This design comes from an exercise in tuning for small area on the open sky130 flow, not from production work. The RTL was checked by simulation tests, not by an equivalence proof against the original design. Power figures rest on the tool's default switching activity, not on a simulated workload.

<file path="flow/resyn.tcl">
# Re-map the combinational logic of the standard synthesis netlist for area.
# Registers (and their names and cell types) are kept as they are.
yosys -import
set lib $::env(RESYN_LIB)
set in  $::env(RESYN_IN)
set out $::env(RESYN_OUT)
set scr $::env(RESYN_ABC)
read_liberty -ignore_miss_func $lib
blackbox sky130_fd_sc_hd__df* sky130_fd_sc_hd__ed* sky130_fd_sc_hd__sdf* sky130_fd_sc_hd__dl* sky130_fd_sc_hd__sed*
read_verilog $in
hierarchy -top $::env(RESYN_TOP)
flatten
opt_clean -purge
read_liberty -lib -ignore_redef $lib
set du {}
foreach c {probe_p_8 probec_p_8 lpflow_bleeder_1 lpflow_clkbufkapwr_1 lpflow_clkbufkapwr_16 lpflow_clkbufkapwr_2 lpflow_clkbufkapwr_4 lpflow_clkbufkapwr_8 lpflow_clkinvkapwr_1 lpflow_clkinvkapwr_16 lpflow_clkinvkapwr_2 lpflow_clkinvkapwr_4 lpflow_clkinvkapwr_8 lpflow_inputiso0n_1 lpflow_inputiso0p_1 lpflow_inputiso1n_1 lpflow_inputiso1p_1 lpflow_isobufsrc_1 lpflow_isobufsrc_16 lpflow_isobufsrc_2 lpflow_isobufsrc_4 lpflow_isobufsrc_8 lpflow_isobufsrckapwr_16 lpflow_lsbuf_lh_hl_isowell_tap_1 lpflow_lsbuf_lh_hl_isowell_tap_2 lpflow_lsbuf_lh_hl_isowell_tap_4 lpflow_lsbuf_lh_isowell_4 lpflow_lsbuf_lh_isowell_tap_1 lpflow_lsbuf_lh_isowell_tap_2 lpflow_lsbuf_lh_isowell_tap_4} {
  lappend du -dont_use sky130_fd_sc_hd__$c
}
abc -liberty $lib {*}$du -script $scr
opt_clean -purge
splitnets
opt_clean -purge
hilomap -singleton -hicell sky130_fd_sc_hd__conb_1 HI -locell sky130_fd_sc_hd__conb_1 LO
insbuf -buf sky130_fd_sc_hd__buf_1 A X
opt_clean -purge
stat -liberty $lib
check -assert -mapped
write_verilog -noattr -nohex -nodec $out
</file>
<file path="flow/resyn.abc">
strash
&get -n
&deepsyn -T 90 -S SEED
&put
dch -f
amap
mfs2
strash
dch -f
amap
</file>
<file path="standard.sh">
#!/bin/bash
# synth_recipe.tcl (not shown) runs the flow's synth.tcl, then flattens the netlist and writes it again
# the make line also repeats each setting of config.mk as NAME=value (left out here)
make -C /OpenROAD-flow-scripts/flow DESIGN_CONFIG=/design/flow/config.mk WORK_HOME=/design/flow/orfs CLKGATE_MAP_FILE= SYNTH_SCRIPT=/design/flow/synth_recipe.tcl "${@:-finish}"
</file>
<file path="flow/run.sh">
#!/bin/bash
# Own flow: the standard synthesis (unchanged), then its combinational
# logic re-mapped by ABC with an area-oriented script (the registers, their
# names and cell types are left as they are), then the standard layout
# from floorplan to finish, with buf_1 as the port buffer and a clock tree
# without dummy loads.
set -euo pipefail
W=$(pwd)
R=$W/orfs/results/$FLOW_PLATFORM/LCD_instance/base
YOSYS=$FLOW_HOME/../tools/install/yosys/bin/yosys
[[ -x $YOSYS ]] || YOSYS=yosys

bash standard.sh synth > $W/flow_1_synth.log 2>&1

cp $R/1_2_yosys.v $W/standard_1_2_yosys.v
# Four re-mappings with different random seeds of ABC's &deepsyn, run in
# parallel; the one with the least cell area is kept.
for k in 1 2 3 4; do
  sed "s/SEED/$k/" $W/flow/resyn.abc > $W/resyn_$k.abc
  RESYN_LIB=$FLOW_HOME/platforms/$FLOW_PLATFORM/lib/sky130_fd_sc_hd__tt_025C_1v80.lib \
  RESYN_IN=$W/standard_1_2_yosys.v \
  RESYN_OUT=$W/resyn_$k.v \
  RESYN_ABC=$W/resyn_$k.abc \
  RESYN_TOP=$FLOW_TOP \
    $YOSYS -c $W/flow/resyn.tcl > $W/flow_2_resyn_$k.log 2>&1 &
done
wait
best=
best_area=
for k in 1 2 3 4; do
  a=$(grep "Chip area for module" $W/flow_2_resyn_$k.log | tail -1 | awk '{print $NF}' || true)
  [[ -n "$a" && -s $W/resyn_$k.v ]] || continue
  if [[ -z "$best" ]] || awk -v a="$a" -v b="$best_area" 'BEGIN { exit !(a < b) }'; then
    best=$k; best_area=$a
  fi
done
[[ -n "$best" ]]
echo "re-mapping $best kept: $best_area um2" > $W/flow_2_resyn_choice.log
cp $W/resyn_$best.v $R/1_2_yosys.v

# Port buffers: the standard flow's buffer_ports, with the smallest buffer.
export BUFFER_PORTS_ARGS="-buffer_cell sky130_fd_sc_hd__buf_1"
# Clock tree: the standard flow's CTS with clkbuf_8 buffers and no dummy
# loads.
export CTS_ARGS="-sink_clustering_enable -repair_clock_nets -buf_list sky130_fd_sc_hd__clkbuf_8 -dont_use_dummy_load"
bash standard.sh finish > $W/flow_3_layout.log 2>&1
</file>
<file path="constraint.sdc">
create_clock -name core_clock -period 10.0 [get_ports {clk}]
set_input_delay 2.0000 -clock core_clock [delete_from_list [all_inputs] [get_ports {clk}]]
set_output_delay 2.0000 -clock core_clock [all_outputs]
set_load 0.01 [all_outputs]
</file>
<file path="design.v">
module BlockROM16(addr, data);
  input [7:0] addr;
  wire [7:0] addr;
  output [15:0] data;
  wire [15:0] data;
  wire _000_;
  wire _001_;
  wire _002_;
  wire _003_;
  wire _004_;
  wire _005_;
  wire _006_;
  wire _007_;
  wire _008_;
  wire _009_;
  wire _010_;
  wire _011_;
  wire _012_;
  wire _013_;
  wire _014_;
  wire _015_;
  wire _016_;
  wire _017_;
  wire _018_;
  wire _019_;
  wire _020_;
  wire _021_;
  wire _022_;
  wire _023_;
  wire _024_;
  wire _025_;
  wire _026_;
  wire _027_;
  wire _028_;
  wire _029_;
  wire _030_;
  wire _031_;
  wire _032_;
  wire _033_;
  wire _034_;
  wire _035_;
  wire _036_;
  wire _037_;
  wire _038_;
  wire _039_;
  wire _040_;
  wire _041_;
  wire _042_;
  wire _043_;
  wire _044_;
  wire _045_;
  wire _046_;
  wire _047_;
  wire _048_;
  wire _049_;
  wire _050_;
  wire _051_;
  wire _052_;
  wire _053_;
  wire _054_;
  wire _055_;
  wire _056_;
  wire _057_;
  wire _058_;
  wire _059_;
  wire _060_;
  wire _061_;
  wire _062_;
  wire _063_;
  wire _064_;
  wire _065_;
  wire _066_;
  wire _067_;
  wire _068_;
  wire _069_;
  wire _070_;
  wire _071_;
  wire _072_;
  wire _073_;
  wire _074_;
  wire _075_;
  wire _076_;
  wire _077_;
  wire _078_;
  wire _079_;
  wire _080_;
  wire _081_;
  wire _082_;
  wire _083_;
  wire _084_;
  wire _085_;
  wire _086_;
  wire _087_;
  wire _088_;
  wire _089_;
  wire _090_;
  wire _091_;
  wire _092_;
  wire _093_;
  wire _094_;
  wire _095_;
  wire _096_;
  wire _097_;
  wire _098_;
  wire _099_;
  wire _100_;
  wire _101_;
  wire _102_;
  wire _103_;
  wire _104_;
  wire _105_;
  wire _106_;
  wire _107_;
  wire _108_;
  wire _109_;
  wire _110_;
  wire _111_;
  wire _112_;
  wire _113_;
  wire _114_;
  wire _115_;
  wire _116_;
  wire _117_;
  wire _118_;
  wire _119_;
  wire _120_;
  wire _121_;
  wire _122_;
  wire _123_;
  wire _124_;
  wire _125_;
  wire _126_;
  wire _127_;
  wire _128_;
  wire _129_;
  wire _130_;
  wire _131_;
  wire _132_;
  wire _133_;
  wire _134_;
  wire _135_;
  wire _136_;
  wire _137_;
  wire _138_;
  wire _139_;
  wire _140_;
  wire _141_;
  wire _142_;
  wire _143_;
  wire _144_;
  wire _145_;
  wire _146_;
  wire _147_;
  wire _148_;
  wire _149_;
  wire _150_;
  wire _151_;
  wire _152_;
  wire _153_;
  wire _154_;
  wire _155_;
  wire _156_;
  wire _157_;
  wire _158_;
  wire _159_;
  wire _160_;
  wire _161_;
  wire _162_;
  wire _163_;
  wire _164_;
  wire _165_;
  wire _166_;
  wire _167_;
  wire _168_;
  wire _169_;
  wire _170_;
  wire _171_;
  wire _172_;
  wire _173_;
  wire _174_;
  wire _175_;
  wire _176_;
  wire _177_;
  wire _178_;
  wire _179_;
  wire _180_;
  wire _181_;
  wire _182_;
  wire _183_;
  wire _184_;
  wire _185_;
  wire _186_;
  wire _187_;
  wire _188_;
  wire _189_;
  wire _190_;
  wire _191_;
  wire _192_;
  wire _193_;
  wire _194_;
  wire _195_;
  wire _196_;
  wire _197_;
  wire _198_;
  wire _199_;
  wire _200_;
  wire _201_;
  wire _202_;
  wire _203_;
  wire _204_;
  wire _205_;
  wire _206_;
  wire _207_;
  wire _208_;
  wire _209_;
  wire _210_;
  wire _211_;
  wire _212_;
  wire _213_;
  wire _214_;
  wire _215_;
  wire _216_;
  wire _217_;
  wire _218_;
  wire _219_;
  wire _220_;
  wire _221_;
  wire _222_;
  wire _223_;
  wire _224_;
  wire _225_;
  wire _226_;
  wire _227_;
  wire _228_;
  wire _229_;
  wire _230_;
  wire _231_;
  wire _232_;
  wire _233_;
  wire _234_;
  wire _235_;
  wire _236_;
  wire _237_;
  wire _238_;
  wire _239_;
  wire _240_;
  wire _241_;
  wire _242_;
  wire _243_;
  wire _244_;
  wire _245_;
  wire _246_;
  wire _247_;
  wire _248_;
  wire _249_;
  wire _250_;
  wire _251_;
  wire _252_;
  wire _253_;
  wire _254_;
  wire _255_;
  wire _256_;
  wire _257_;
  wire _258_;
  wire _259_;
  wire _260_;
  wire _261_;
  wire _262_;
  wire _263_;
  wire _264_;
  wire _265_;
  wire _266_;
  wire _267_;
  wire _268_;
  wire _269_;
  wire _270_;
  wire _271_;
  wire _272_;
  wire _273_;
  wire _274_;
  wire _275_;
  wire _276_;
  wire _277_;
  wire _278_;
  wire _279_;
  wire _280_;
  wire _281_;
  wire _282_;
  wire _283_;
  wire _284_;
  wire _285_;
  wire _286_;
  wire _287_;
  assign _088_ = ~addr[3];
  assign _099_ = ~addr[4];
  assign _109_ = ~addr[5];
  assign _120_ = ~addr[1];
  assign _131_ = ~addr[0];
  assign _141_ = ~addr[7];
  assign _151_ = ~addr[2];
  assign _162_ = addr[0] & ~(addr[1]);
  assign _172_ = _162_ | ~(addr[4]);
  assign _183_ = ~_172_;
  assign _193_ = _131_ | ~(_099_);
  assign _204_ = ~_193_;
  assign _215_ = _204_ | ~(_172_);
  assign _222_ = addr[4] | ~(addr[3]);
  assign _223_ = ~_222_;
  assign _224_ = _222_ | ~(addr[1]);
  assign _225_ = _224_ | ~(addr[0]);
  assign _226_ = _131_ & ~(_120_);
  assign _227_ = _162_ | _226_;
  assign _228_ = _099_ | ~(_088_);
  assign _229_ = ~_228_;
  assign _230_ = _227_ & ~(_228_);
  assign _231_ = _230_ | ~(_225_);
  assign _232_ = addr[2] | ~(addr[7]);
  assign _233_ = _232_ | ~(_231_);
  assign _234_ = addr[7] | ~(addr[6]);
  assign _235_ = _234_ | ~(addr[5]);
  assign _236_ = addr[2] | ~(addr[1]);
  assign _237_ = ~_236_;
  assign _238_ = _224_ | ~(_151_);
  assign _239_ = _151_ | ~(addr[0]);
  assign _240_ = _239_ | ~(addr[1]);
  assign _241_ = _099_ | ~(addr[3]);
  assign _242_ = ~(_240_ | _241_);
  assign _243_ = _238_ & ~(_242_);
  assign _244_ = ~(_235_ | _243_);
  assign data[11] = _244_ | ~(_233_);
  assign _245_ = ~(_215_ & data[11]);
  assign data[8] = ~_245_;
  assign _246_ = addr[1] | ~(addr[3]);
  assign _247_ = addr[5] | ~(addr[3]);
  assign _248_ = _151_ & ~(addr[5]);
  assign _249_ = _247_ | ~(_237_);
  assign _250_ = _249_ | ~(addr[4]);
  assign _251_ = _204_ & ~(addr[2]);
  assign _252_ = _251_ | ~(_250_);
  assign _253_ = _120_ | ~(addr[5]);
  assign _254_ = addr[1] | ~(_109_);
  assign _255_ = _131_ | ~(_254_);
  assign _256_ = _255_ | ~(_253_);
  assign _257_ = _234_ | ~(_256_);
  assign _258_ = _252_ & ~(_257_);
  assign _259_ = _258_ | ~(_245_);
  assign _260_ = ~_259_;
  assign _261_ = _260_ | ~(_246_);
  assign _262_ = _141_ & ~(addr[6]);
  assign _263_ = _151_ | ~(_109_);
  assign _264_ = ~_263_;
  assign _265_ = _264_ & ~(addr[0]);
  assign _266_ = _229_ | ~(_224_);
  assign _267_ = _265_ & ~(_266_);
  assign _268_ = addr[2] | ~(addr[0]);
  assign _269_ = addr[5] & ~(_268_);
  assign _270_ = addr[1] | ~(addr[4]);
  assign _271_ = ~_270_;
  assign _272_ = _270_ | ~(_269_);
  assign _273_ = _222_ | ~(_120_);
  assign _274_ = _151_ | ~(addr[5]);
  assign _275_ = ~_274_;
  assign _276_ = _273_ | ~(_275_);
  assign _277_ = _272_ & _276_;
  assign _278_ = _277_ & ~(_267_);
  assign _279_ = addr[4] | ~(_088_);
  assign _280_ = ~_279_;
  assign _281_ = _280_ & ~(_109_);
  assign _282_ = _120_ | ~(_281_);
  assign _283_ = _239_ | _282_;
  assign _284_ = _131_ | ~(_109_);
  assign _285_ = _225_ | ~(_109_);
  assign _286_ = _284_ | ~(_229_);
  assign _287_ = _239_ | ~(_109_);
  assign _000_ = _286_ | ~(addr[2]);
  assign _001_ = _265_ & ~(_241_);
  assign _002_ = _001_ | ~(_000_);
  assign _003_ = _285_ & ~(_002_);
  assign _004_ = addr[1] & ~(addr[4]);
  assign _005_ = addr[2] | ~(_131_);
  assign _006_ = ~_005_;
  assign _007_ = _005_ | ~(_004_);
  assign _008_ = ~_007_;
  assign _009_ = _249_ | ~(_131_);
  assign _010_ = _009_ & ~(_008_);
  assign _011_ = addr[1] | ~(_088_);
  assign _012_ = ~_011_;
  assign _013_ = _011_ | ~(_269_);
  assign _014_ = ~(_283_ & _013_);
  assign _015_ = _014_ | ~(_010_);
  assign _016_ = _015_ | ~(_278_);
  assign _017_ = _003_ & ~(_016_);
  assign _018_ = _262_ & ~(_017_);
  assign data[7] = _018_ | ~(_261_);
  assign _019_ = _279_ | ~(_226_);
  assign _020_ = _019_ | ~(_109_);
  assign _021_ = _247_ | ~(addr[2]);
  assign _022_ = ~_021_;
  assign _023_ = _263_ | ~(addr[1]);
  assign _024_ = _023_ | ~(_223_);
  assign _025_ = _020_ & _024_;
  assign _026_ = _241_ | ~(_254_);
  assign _027_ = _026_ | ~(_006_);
  assign _028_ = _023_ | ~(_280_);
  assign _029_ = _027_ & _028_;
  assign _030_ = addr[0] & ~(_276_);
  assign _031_ = _279_ | ~(addr[2]);
  assign _032_ = _031_ | ~(_131_);
  assign _033_ = ~(_013_ & _032_);
  assign _034_ = _025_ & ~(_030_);
  assign _035_ = _033_ | ~(_029_);
  assign _036_ = _035_ | ~(_034_);
  assign _037_ = _003_ & ~(_036_);
  assign _038_ = _262_ & ~(_037_);
  assign data[6] = _038_ | ~(_260_);
  assign _039_ = _273_ | ~(_151_);
  assign _040_ = _039_ & ~(_259_);
  assign _041_ = addr[5] & ~(_040_);
  assign _042_ = _234_ | _041_;
  assign _043_ = _009_ & ~(_042_);
  assign _044_ = _032_ | ~(_120_);
  assign _045_ = _039_ | ~(_131_);
  assign _046_ = _234_ | ~(_045_);
  assign _047_ = _044_ & ~(_046_);
  assign _048_ = _047_ | ~(_264_);
  assign _049_ = _237_ | ~(_231_);
  assign _050_ = _109_ & ~(_049_);
  assign _051_ = _047_ & ~(_050_);
  assign _052_ = _048_ & ~(_051_);
  assign _053_ = _052_ | ~(_043_);
  assign _054_ = ~_053_;
  assign _055_ = _004_ | ~(_270_);
  assign _056_ = ~_055_;
  assign _057_ = _055_ | ~(_131_);
  assign _058_ = _021_ | ~(_057_);
  assign _059_ = _273_ & ~(_058_);
  assign _060_ = _059_ | ~(_054_);
  assign _061_ = _266_ & ~(_005_);
  assign _062_ = addr[7] & ~(_061_);
  assign _063_ = _239_ & ~(_006_);
  assign _064_ = _063_ | ~(_012_);
  assign _065_ = _099_ & ~(_064_);
  assign _066_ = _065_ | ~(_062_);
  assign _067_ = _060_ & _066_;
  assign _068_ = data[7] | _067_;
  assign _069_ = _239_ & _031_;
  assign _070_ = _069_ | ~(_120_);
  assign _071_ = _011_ & ~(_193_);
  assign _072_ = _070_ & ~(_071_);
  assign _073_ = _072_ | ~(_274_);
  assign _074_ = _287_ | ~(_228_);
  assign _075_ = _228_ | ~(_120_);
  assign _076_ = _075_ | ~(_248_);
  assign _077_ = _183_ & ~(_076_);
  assign _078_ = _077_ | ~(_024_);
  assign _079_ = _078_ | ~(_074_);
  assign _080_ = ~(_073_ & _079_);
  assign _081_ = _033_ | ~(_281_);
  assign _082_ = _008_ & ~(_109_);
  assign _083_ = _262_ & ~(_082_);
  assign _084_ = _012_ & ~(addr[5]);
  assign _085_ = _012_ & ~(_287_);
  assign _086_ = _085_ | ~(_081_);
  assign _087_ = _086_ | ~(_083_);
  assign _089_ = _080_ & ~(_087_);
  assign _090_ = _285_ & ~(_229_);
  assign _091_ = ~(_268_ | _090_);
  assign _092_ = _131_ & ~(_109_);
  assign _093_ = _274_ | ~(_131_);
  assign _094_ = _271_ & ~(_093_);
  assign _095_ = _023_ & ~(_094_);
  assign _096_ = _095_ | ~(_088_);
  assign _097_ = _225_ | ~(_275_);
  assign _098_ = _091_ | ~(_277_);
  assign _100_ = _098_ | ~(_096_);
  assign _101_ = _100_ | ~(_089_);
  assign _102_ = _097_ & ~(_101_);
  assign data[5] = _068_ & ~(_102_);
  assign _103_ = _268_ | ~(addr[3]);
  assign _104_ = _237_ & ~(_193_);
  assign _105_ = _224_ & ~(_104_);
  assign _106_ = _105_ | ~(_103_);
  assign _107_ = _103_ | ~(_056_);
  assign _108_ = addr[2] & ~(_215_);
  assign _110_ = _108_ | ~(_106_);
  assign _111_ = _110_ | ~(_107_);
  assign _112_ = addr[7] & ~(addr[1]);
  assign _113_ = _241_ | ~(_120_);
  assign _114_ = _113_ | ~(_092_);
  assign _115_ = _183_ & ~(_284_);
  assign _116_ = _114_ & ~(_115_);
  assign _117_ = _116_ | ~(_151_);
  assign _118_ = _204_ & ~(addr[1]);
  assign _119_ = addr[0] & ~(_273_);
  assign _121_ = _119_ | ~(_117_);
  assign _122_ = _121_ | ~(_089_);
  assign _123_ = _122_ | ~(_282_);
  assign _124_ = addr[0] & ~(_039_);
  assign _125_ = _124_ | ~(_062_);
  assign _126_ = _125_ | ~(_044_);
  assign _127_ = addr[7] & ~(_120_);
  assign _128_ = _127_ | ~(_235_);
  assign _129_ = _128_ | ~(_111_);
  assign _130_ = _111_ | _112_;
  assign _132_ = _042_ & ~(_130_);
  assign _133_ = _129_ & ~(_132_);
  assign _134_ = _133_ | ~(_123_);
  assign data[4] = _126_ & ~(_134_);
  assign _135_ = _120_ & ~(_215_);
  assign _136_ = _022_ & ~(_135_);
  assign _137_ = _136_ | ~(_054_);
  assign _138_ = _103_ | ~(_254_);
  assign _139_ = _012_ & ~(_274_);
  assign _140_ = _240_ & _253_;
  assign _142_ = _140_ | ~(_229_);
  assign _143_ = _138_ & ~(_139_);
  assign _144_ = _094_ | ~(_262_);
  assign _145_ = _144_ | ~(_142_);
  assign _146_ = _145_ | ~(_143_);
  assign _147_ = _025_ & ~(_146_);
  assign _148_ = _147_ | ~(_137_);
  assign _149_ = _076_ & _148_;
  assign data[3] = _066_ & ~(_149_);
  assign _150_ = _078_ | ~(_043_);
  assign _152_ = _073_ & ~(_150_);
  assign _153_ = _007_ & ~(_269_);
  assign _154_ = _280_ & ~(_153_);
  assign _155_ = _230_ & ~(_253_);
  assign _156_ = _083_ & ~(_154_);
  assign _157_ = _155_ | ~(_097_);
  assign _158_ = _156_ & ~(_157_);
  assign _159_ = _057_ | ~(_022_);
  assign _160_ = _240_ & ~(_286_);
  assign _161_ = _159_ & ~(_160_);
  assign _163_ = ~(_028_ & _114_);
  assign _164_ = _163_ | ~(_019_);
  assign _165_ = _164_ | ~(_161_);
  assign _166_ = _165_ | ~(_158_);
  assign _167_ = _152_ | ~(_126_);
  assign data[2] = _166_ & ~(_167_);
  assign _168_ = _260_ & ~(addr[4]);
  assign _169_ = _168_ | ~(_053_);
  assign _170_ = _079_ | ~(_047_);
  assign _171_ = _170_ | ~(_169_);
  assign _173_ = _236_ & ~(_118_);
  assign _174_ = _173_ | ~(addr[5]);
  assign _175_ = _075_ | ~(_264_);
  assign _176_ = ~(_246_ | _093_);
  assign _177_ = _176_ | ~(_107_);
  assign _178_ = _177_ | ~(_174_);
  assign _179_ = _178_ | ~(_158_);
  assign _180_ = _179_ | ~(_175_);
  assign _181_ = _000_ & ~(_180_);
  assign _182_ = _181_ | ~(_171_);
  assign _184_ = _248_ & ~(_273_);
  assign _185_ = _184_ | ~(_024_);
  assign _186_ = _185_ | ~(_182_);
  assign _187_ = _055_ & ~(_141_);
  assign _188_ = _187_ | ~(_066_);
  assign data[1] = _186_ & ~(_188_);
  assign _189_ = _113_ | _148_;
  assign _190_ = _011_ | ~(_006_);
  assign _191_ = _282_ & _285_;
  assign _192_ = _191_ | ~(addr[2]);
  assign _194_ = _267_ | ~(_262_);
  assign _195_ = _194_ | ~(_192_);
  assign _196_ = _019_ & ~(_195_);
  assign _197_ = _196_ | ~(_190_);
  assign _198_ = _071_ | ~(addr[0]);
  assign _199_ = _198_ | ~(_252_);
  assign _200_ = _287_ | ~(_271_);
  assign _201_ = _253_ | ~(addr[4]);
  assign _202_ = _223_ & ~(addr[5]);
  assign _203_ = _202_ | ~(_075_);
  assign _205_ = _201_ & ~(_203_);
  assign _206_ = _006_ & ~(_205_);
  assign _207_ = _206_ | ~(_199_);
  assign _208_ = _207_ | ~(_197_);
  assign _209_ = _208_ | ~(_200_);
  assign _210_ = _209_ | ~(_189_);
  assign _211_ = _056_ | ~(_265_);
  assign _212_ = _223_ & ~(_287_);
  assign _213_ = _211_ & ~(_212_);
  assign _214_ = ~(_084_ | _104_);
  assign _216_ = ~(_250_ & _214_);
  assign _217_ = _216_ | ~(_213_);
  assign _218_ = _217_ | ~(_283_);
  assign _219_ = _218_ | ~(_245_);
  assign _220_ = _047_ & ~(_219_);
  assign _221_ = _188_ | _220_;
  assign data[0] = _210_ & ~(_221_);
  assign { data[15:12], data[10:9] } = { data[11], data[11], data[11], data[11], data[8], data[8] };
endmodule
module BlockROM1(addr, data);
  input [7:0] addr;
  wire [7:0] addr;
  output [0:0] data;
  wire [0:0] data;
  wire _00_;
  wire _01_;
  wire _02_;
  wire _03_;
  wire _04_;
  wire _05_;
  wire _06_;
  wire _07_;
  wire _08_;
  wire _09_;
  wire _10_;
  wire _11_;
  wire _12_;
  wire _13_;
  wire _14_;
  wire _15_;
  wire _16_;
  wire _17_;
  wire _18_;
  wire _19_;
  wire _20_;
  wire _21_;
  wire _22_;
  wire _23_;
  wire _24_;
  wire _25_;
  wire _26_;
  wire _27_;
  wire _28_;
  wire _29_;
  wire _30_;
  wire _31_;
  wire _32_;
  wire _33_;
  wire _34_;
  wire _35_;
  wire _36_;
  wire _37_;
  wire _38_;
  wire _39_;
  wire _40_;
  wire _41_;
  wire _42_;
  wire _43_;
  wire _44_;
  wire _45_;
  wire _46_;
  wire _47_;
  assign _00_ = ~addr[2];
  assign _01_ = ~addr[3];
  assign _02_ = ~addr[4];
  assign _03_ = ~addr[5];
  assign _04_ = _01_ | ~(addr[1]);
  assign _05_ = addr[0] | ~(addr[2]);
  assign _06_ = addr[0] & ~(_01_);
  assign _07_ = _06_ | ~(_05_);
  assign _08_ = ~_07_;
  assign _09_ = _04_ | ~(_08_);
  assign _10_ = _01_ & ~(addr[0]);
  assign _11_ = _10_ | ~(_00_);
  assign _12_ = _11_ | ~(_09_);
  assign _13_ = _06_ | _10_;
  assign _14_ = _13_ | ~(addr[4]);
  assign _15_ = _14_ | ~(_12_);
  assign _16_ = _07_ & ~(addr[1]);
  assign _17_ = _16_ | ~(_13_);
  assign _18_ = _02_ & ~(_17_);
  assign _19_ = _15_ & ~(_18_);
  assign _20_ = _19_ | ~(addr[1]);
  assign _21_ = _01_ | ~(addr[2]);
  assign _22_ = _08_ | ~(_21_);
  assign _23_ = addr[5] & ~(addr[4]);
  assign _24_ = addr[1] | _23_;
  assign _25_ = _22_ | ~(_24_);
  assign _26_ = _03_ | ~(addr[1]);
  assign _27_ = _21_ | ~(addr[4]);
  assign _28_ = _26_ & ~(_27_);
  assign _29_ = _25_ & ~(_28_);
  assign _30_ = _29_ | ~(addr[6]);
  assign _31_ = _30_ | ~(_20_);
  assign _32_ = addr[6] | ~(_03_);
  assign _33_ = addr[0] | ~(_09_);
  assign _34_ = addr[6] | ~(_02_);
  assign _35_ = _00_ & ~(_24_);
  assign _36_ = _34_ & ~(_35_);
  assign _37_ = _36_ | ~(_33_);
  assign _38_ = _22_ & ~(_37_);
  assign _39_ = _38_ | ~(_32_);
  assign _40_ = _39_ | ~(_31_);
  assign _41_ = _19_ & ~(_32_);
  assign _42_ = addr[7] | _41_;
  assign _43_ = _42_ | ~(_40_);
  assign _44_ = _05_ & ~(addr[1]);
  assign _45_ = _04_ & ~(_44_);
  assign _46_ = _45_ | ~(addr[7]);
  assign _47_ = _12_ & ~(_46_);
  assign data = _43_ & ~(_47_);
endmodule
module LCD_instance(
    input                 clk,
    input                 rstn,
    input       [3:0]     col,
    output      [3:0]     row,
    output                LCD_CS,
    output                LCD_RST,
    output                LCD_RS,
    output                LCD_WR,
    output                LCD_RD,
    output       [15:0]   LCD_DATA,
    output                LCD_BLK
);
assign LCD_RST = rstn;
assign LCD_RD  = 1'b1;
assign LCD_BLK = 1'b1;
reg [11:0] scnt;             
reg        sclk;             
wire       scan_end = (scnt == 12'd1316);           
wire [11:0] scnt_step = {scnt[10:0], ~(scnt[11] ^ scnt[10])};
always @(posedge clk) begin
    if (!rstn) begin
        scnt <= 12'd0;
        sclk <= 1'b0;
    end else if (scan_end) begin
        scnt <= 12'd0;
        sclk <= ~sclk;
    end else begin
        scnt <= scnt_step;
    end
end
reg [1:0] ridx;              
always @(posedge clk or negedge rstn) begin
    if (!rstn)                 ridx <= 2'd0;
    else if (scan_end & ~sclk) ridx <= ridx + 1'b1;
end
assign row = ~(4'b0001 << ridx);
wire sample = scan_end & sclk & (ridx == 2'd0);
wire kphase = (scnt == 12'd1048) & sclk & (ridx == 2'd2);   
reg [5:0] kc0, kc1;
reg       wact;              
reg [1:0] wph;               
wire kp0 = kphase & (kc0 == 6'd61);
wire kp1 = kphase & (kc1 == 6'd61);
reg         Initial_finish;
reg         crst;            
reg  [7:0]  L;               
reg  [7:0]  H;
wire [8:0]  HI      = {kc0[2], H};
wire [8:0]  HI_step = {HI[7:0], ~(HI[8] ^ HI[3])};
wire        HI_300  = (HI == 9'd259);    
wire [10:0] HB      = {kc0[2], L[6:5], H};
wire [10:0] HB_step = {HB[9:0], ~(HB[10] ^ HB[1])};
wire        HB_400  = (HB == 11'd1553);   
wire        HB_1999 = (HB == 11'd1152);   
wire        L_ge106 = (L >= 8'd106);
wire        rep = wact & ((HI == 9'd0) ? L_ge106 : (HI_300 ? ~L_ge106 : 1'b1));
wire       kill    = Initial_finish & ~crst;
wire       Lb_107  = (L[4:0] == 5'h1F);
wire [7:0] addr_nc = Initial_finish ? {~Lb_107, Lb_107, Lb_107, L[4:0]} :
                     rep            ? 8'd106 : L;
wire [7:0] addr    = kill ? 8'h7F : addr_nc;
wire color_finish = (addr == 8'h8C);     
wire clear_finish = (addr == 8'h9C);     
wire      addr_en = wact & (wph == 2'd3);
wire      write_en;
wire      w_en    = Initial_finish ? write_en : kp0;
wire      w_stop  = Initial_finish & (color_finish | clear_finish);
wire      if_set  = ~Initial_finish & ~rep & (L == 8'd107);
always @(posedge clk or negedge rstn) begin
    if (!rstn) begin
        wact <= 1'b0;
        wph  <= 2'd0;
    end else if (if_set) begin
        wact <= 1'b0;
        wph  <= 2'd0;
    end else if (wact) begin
        wph <= wph + 1'b1;
        if ((wph == 2'd3) & w_stop) wact <= 1'b0;
    end else if (w_en) begin
        wact <= 1'b1;
    end
end
assign LCD_CS = ~wact;
assign LCD_WR = ~(wact & (wph == 2'd1));
always @(posedge clk or negedge rstn) begin
    if (!rstn)       Initial_finish <= 1'b0;
    else if (if_set) Initial_finish <= 1'b1;
end
localparam S_CWE  = 3'd7;
localparam S_CW   = 3'd6;
localparam S_DLY  = 3'd4;
localparam S_CCE  = 3'd5;
localparam S_CC   = 3'd1;
localparam S_AC   = 3'd0;
wire       blk = Initial_finish & L[7];    
wire [2:0] cst = kc0[5:3];
wire       blk_start = ~blk & kp1 & Initial_finish;
wire       in_dly = blk & (cst == S_DLY);
wire       delay_finish = HB_1999;
reg  [2:0] nst;
always @(*) begin
    case (cst)
        S_AC:   nst = S_CWE;
        S_CWE:  nst = S_CW;
        S_CW:   nst = color_finish ? S_DLY : S_CW;
        S_DLY:  nst = delay_finish ? S_CCE : S_DLY;
        S_CCE:  nst = S_CC;
        S_CC:   nst = clear_finish ? S_AC : S_CC;
        default: nst = S_CWE;
    endcase
end
always @(negedge clk or negedge rstn) begin
    if (!rstn) crst <= 1'b0;
    else       crst <= blk & (cst != S_AC);    
end
assign write_en = blk_start | (blk & (cst == S_AC)) | (in_dly & delay_finish);
wire L_inc  = addr_en;
wire [7:0] L_p1 = L + 1'b1;
wire rep_c = (L[4:0] == 5'h0B) | (L[4:0] == 5'h1B);     
wire [4:0] Lb_nx = (L[3:0] == 4'd12) ? {~L[4], 4'd0} : L_p1[4:0];
reg  [10:0] hb_next;
always @(*) begin
    if (!crst)
        hb_next = 11'd0;
    else if (in_dly)
        hb_next = HB_step;
    else if (rep_c)
        hb_next = addr_en ? (HB_400 ? 11'd0 : HB_step) : HB;
    else
        hb_next = 11'd0;
end
wire [8:0] hi_next = (addr_en & (L == 8'd255)) ? HI_step : HI;
always @(posedge clk or negedge rstn) begin
    if (!rstn) begin
        L <= 8'd0;
        H <= 8'd0;
    end else if (Initial_finish) begin
        if (blk_start) L[7] <= 1'b1;
        {L[6:5], H} <= hb_next[9:0];
        if (!crst) begin
            L[4:0] <= 5'h1F;
        end else if (addr_en) begin
            if (rep_c & ~HB_400) L[4:0] <= L[4:0];
            else if (L[4:0] == 5'h1C) L[4:0] <= 5'h1F;
            else L[4:0] <= Lb_nx;
        end
    end else begin
        H <= hi_next[7:0];
        if (addr_en) L <= L_p1;
    end
end
wire [3:0] ci = kc1[3:0];
wire [3:0] ri = {kc1[5:4], kc0[1:0]};
wire [3:0] ri_p1 = ri + 1'b1;
always @(posedge clk or negedge rstn) begin
    if (!rstn) begin
        kc0 <= 6'd0;
        kc1 <= 6'd0;
    end else if (blk) begin
        kc0[5:3] <= nst;
        kc0[2]   <= hb_next[10];
        if ((cst == S_CC) & clear_finish) begin    
            if (ci == 4'd11) begin
                kc1 <= {ri_p1[3:2], 4'd0};
                kc0[1:0] <= ri_p1[1:0];
            end else begin
                kc1[3:0] <= ci + 1'b1;
            end
        end
    end else if (blk_start) begin
        kc0 <= {S_CWE, 3'd0};
        kc1 <= 6'd0;
    end else begin
        if (sample)
            kc1 <= col[1] ? 6'd0 : (kc1 == 6'd59) ? kc1 : {kc1[4:0], ~(kc1[5] ^ kc1[0])};
        if (~Initial_finish & wact)               
            kc0[2] <= hi_next[8];
        else if (~Initial_finish & kp0)           
            kc0 <= 6'd0;
        else if (sample)
            kc0 <= col[0] ? 6'd0 : (kc0 == 6'd59) ? kc0 : {kc0[4:0], ~(kc0[5] ^ kc0[0])};
    end
end
wire [3:0] slot    = addr_nc[3:0];
wire       par_row = (slot >= 4'd6) & (slot <= 4'd9);
wire       par_end = (slot == 4'd4) | (slot == 4'd8) | (slot == 4'd9);
wire [3:0] par_idx = par_row ? ri : ci;
wire [8:0] par_val = {1'b0, par_idx, 4'b0} + {3'b0, par_idx, 2'b0} + (par_end ? 9'd19 : 9'd0);
reg [7:0] addr_q;
always @(posedge clk) addr_q <= addr;
wire [15:0] B_DATA;
BlockROM16 BlockROM_Data(.addr(addr_q), .data(B_DATA));
BlockROM1  BlockROM_Flag(.addr(addr_q), .data(LCD_RS));
reg [15:0] win;
always @(*) begin
    case (slot)
        4'd0:       win = 16'h002A;
        4'd1, 4'd3: win = 16'h0000;
        4'd2, 4'd4,
        4'd7, 4'd9: win = {8'b0, par_val[7:0]};
        4'd5:       win = 16'h002B;
        4'd6, 4'd8: win = {15'b0, par_val[8]};
        4'd10:      win = 16'h002C;
        default:    win = addr_nc[4] ? 16'hF800 : 16'hFFE0;
    endcase
end
wire [15:0] data_nc = addr_nc[7] ? win : B_DATA;
assign LCD_DATA = kill ? B_DATA : data_nc;
endmodule
</file>
<file path="config.mk">
export PLATFORM = sky130hd
export DESIGN_NAME = LCD_instance
export DESIGN_NICKNAME = LCD_instance
export VERILOG_FILES = /design/flow/design.v
export SDC_FILE = /design/flow/constraint.sdc
export NUM_CORES = 4
export LEC_CHECK = 0
export ABC_AREA = 1
export CAP_MARGIN = 20
export CORE_MARGIN = 2
export CORE_UTILIZATION = 55
export CTS_BUF_LIST = sky130_fd_sc_hd__clkbuf_8
export SLEW_MARGIN = 20
</file>
==> impl_metrics.yaml <==
status:
  status: "no timing/DRC/antenna violations"
cells_and_area:
  drive_gt1_frac: 0.0143
  area_growth_pct: 5.90
  seqCellArea_um2: 1300
  antenna_cells: 0
  fin_util: 0.591
  multi_input_area_um2: 2240
  fill_cells: 687
  nets: 636
placement:
  dp_hpwl_um: 10100
  port_buffers: 27
  gp_congestion: 1.06
synthesis:
  synthCells: 615
  syn_area_per_cell_um2: 6.48
  ys_warn_count: 1
  netlist_area_um2: 3990
min_path:
  worst_hold_path_type: "register to register"
  hold_path_startpoint: "scnt[6]$_SDFF_PP0_"
  hold_path_depth: 2
  min_to: "scnt[7]$_SDFF_PP0_"
detailed_routing:
  routedWlPerCell_um: 17.9
  drtIter0Drc: 631
  ant_nets: 0
  drt_wl_total_um: 13000
  drc: 0
  dr.pass1.iters: 8
  vias: 4719
  vias_per_cell: 6.49
setup_path:
  critPathKind: "register to output port"
  crit_fanout: 9
  end_kind: "output port"
  r2r_end: "kc1[3]$_DFFE_PN0P_"
  arrival_ps: 7570
  rrSetupSlack_ps: 2450
  reg2reg_depth: 8
  start_kind: "register"
  rr_startpoint: "crst$_DFF_NN0_"
  critPathRequiredTime_ps: 8000
global_route:
  grt_pass1_wl_um: 20100
  grt_max_degree: 39
  grt_use_total: 0.327
  antenna_found_initial: 0
  grt_pass1_vias: 4061
  grt_overflow: 0
clocking:
  cts_max_path_buffers: 2
  cts-buffers-inserted: 5
  post_cts_buffers: 0
  cts-resized-gates: 0
  postCtsHoldBufs: 0
  cts_tree: "built"
  clk_latency_ps: 320
  root_buffer: "clkbuf_8"
  clkTransAtPathRegs_ps: 80
  cts.sinks: 56
  htree_levels: 2
die:
  start_util: 0.558
  die_h_um: 89.1
  core_um2: 7140
  rows: 31
  die_w_um: 89.1
  ios: 32
  die_area_um2: 7940
timing:
  fin_tns_setup_ps: 0
  finalSetupViolCount: 0
  hold_viol: 0
  worst_pin_slew_ps: 738
  max_slew_margin: 0.495
  slew_viol_final: 0
  fin_skew_ps: 33.2
  rsz0062_at_grt: "false"
pwr:
  ir_drop_v: 0.0000596
  power_leakage_nw: 1.57
  power_density_nw_per_um2: 83.9
  totalPowerFinal_mw: 0.354
flow_run:
  drv_cap: 0
==> worst max-delay path by stage <==
| stage | startpoint | end | slack [ps] |
|---|---|---|---|
| after floorplan | crst$_DFF_NN0_ | LCD_DATA[5] | 1060 |
| after global placement | crst$_DFF_NN0_ | LCD_DATA[5] | 930 |
| after detailed placement | crst$_DFF_NN0_ | LCD_DATA[5] | 850 |
| after CTS | crst$_DFF_NN0_ | LCD_DATA[5] | 500 |
| after global routing | crst$_DFF_NN0_ | LCD_DATA[5] | 260 |
| final | crst$_DFF_NN0_ | LCD_DATA[5] | 430 |
==> layer usage <==
metal | share of wire | global-route usage
met1 | 0.41 | 0.470
met4 | 0.042 | 0.123
met3 | 0.14 | 0.0868
met5 | 0 | 0
met2 | 0.41 | 0.470
==> where the power goes <==
part	leakage, nW	switching (mW)	internal (mW)	total [mW]
sequential	0.615	0.00123	0.227	0.228
combinational	0.919	0.00925	0.00372	0.0130
clock	0.0359	0.0677	0.0455	0.113
total	1.57	0.0782	0.276	0.354
==> final cells by class <==
type                            instances  share of cell area
Sequential cell                        56               0.307
Multi-Input combinational cell        440               0.531
Clock buffer                            5              0.0163
Inverter                               97              0.0863
Timing Repair Buffer                   30              0.0296
Tap cell                               99              0.0294
==> through the flow <==
stage / cells / instance area (um2) / hold slack, ps / worst slack [ps]
after floorplan: 616 / 3990 / 403 / 1060
after global placement: 722 / 4150 / 422 / 931
after detailed placement: 722 / 4150 / 429 / 854
after CTS: 727 / 4220 / 442 / 501
after global routing: 727 / 4220 / 456 / 261
final: 727 / 4220 / 438 / 433
==> worst max-delay path: stages, from the launching register on <==
cell	delay (ps)
dfrtn_1	450
nor2_1	100
nor2_1	210
o21ai_0	170
nor2_1	130
buf_4	160
clkinv_1	220
o221ai_1	160
nor2_1	80
a311oi_1	380
buf_1	190
==> state kept, by name, indices dropped and copies added (netlist names), 2 cells and up <==
| signal | count |
|---|---|
| scnt | 12 |
| H | 8 |
| L | 8 |
| addr_q | 8 |
| kc0 | 6 |
| kc1 | 6 |
| ridx | 2 |
| wph | 2 |
==> placed cells by master (no fill, tap or decap), drive strengths merged, types with 5 or more instances in the layout <==
master    n
clkbuf    6
dfrtp    34
o21a      6
o31ai     7
o41ai     5
nor4      9
nor3     28
nor2    149
dfxtp    21
clkinv   97
a211oi    6
o21ai    35
a21oi    32
a31oi    13
buf      29
nand4     8
o22ai    23
or2       8
nand2    50
nand3    14
o32ai     9
nor2b     6
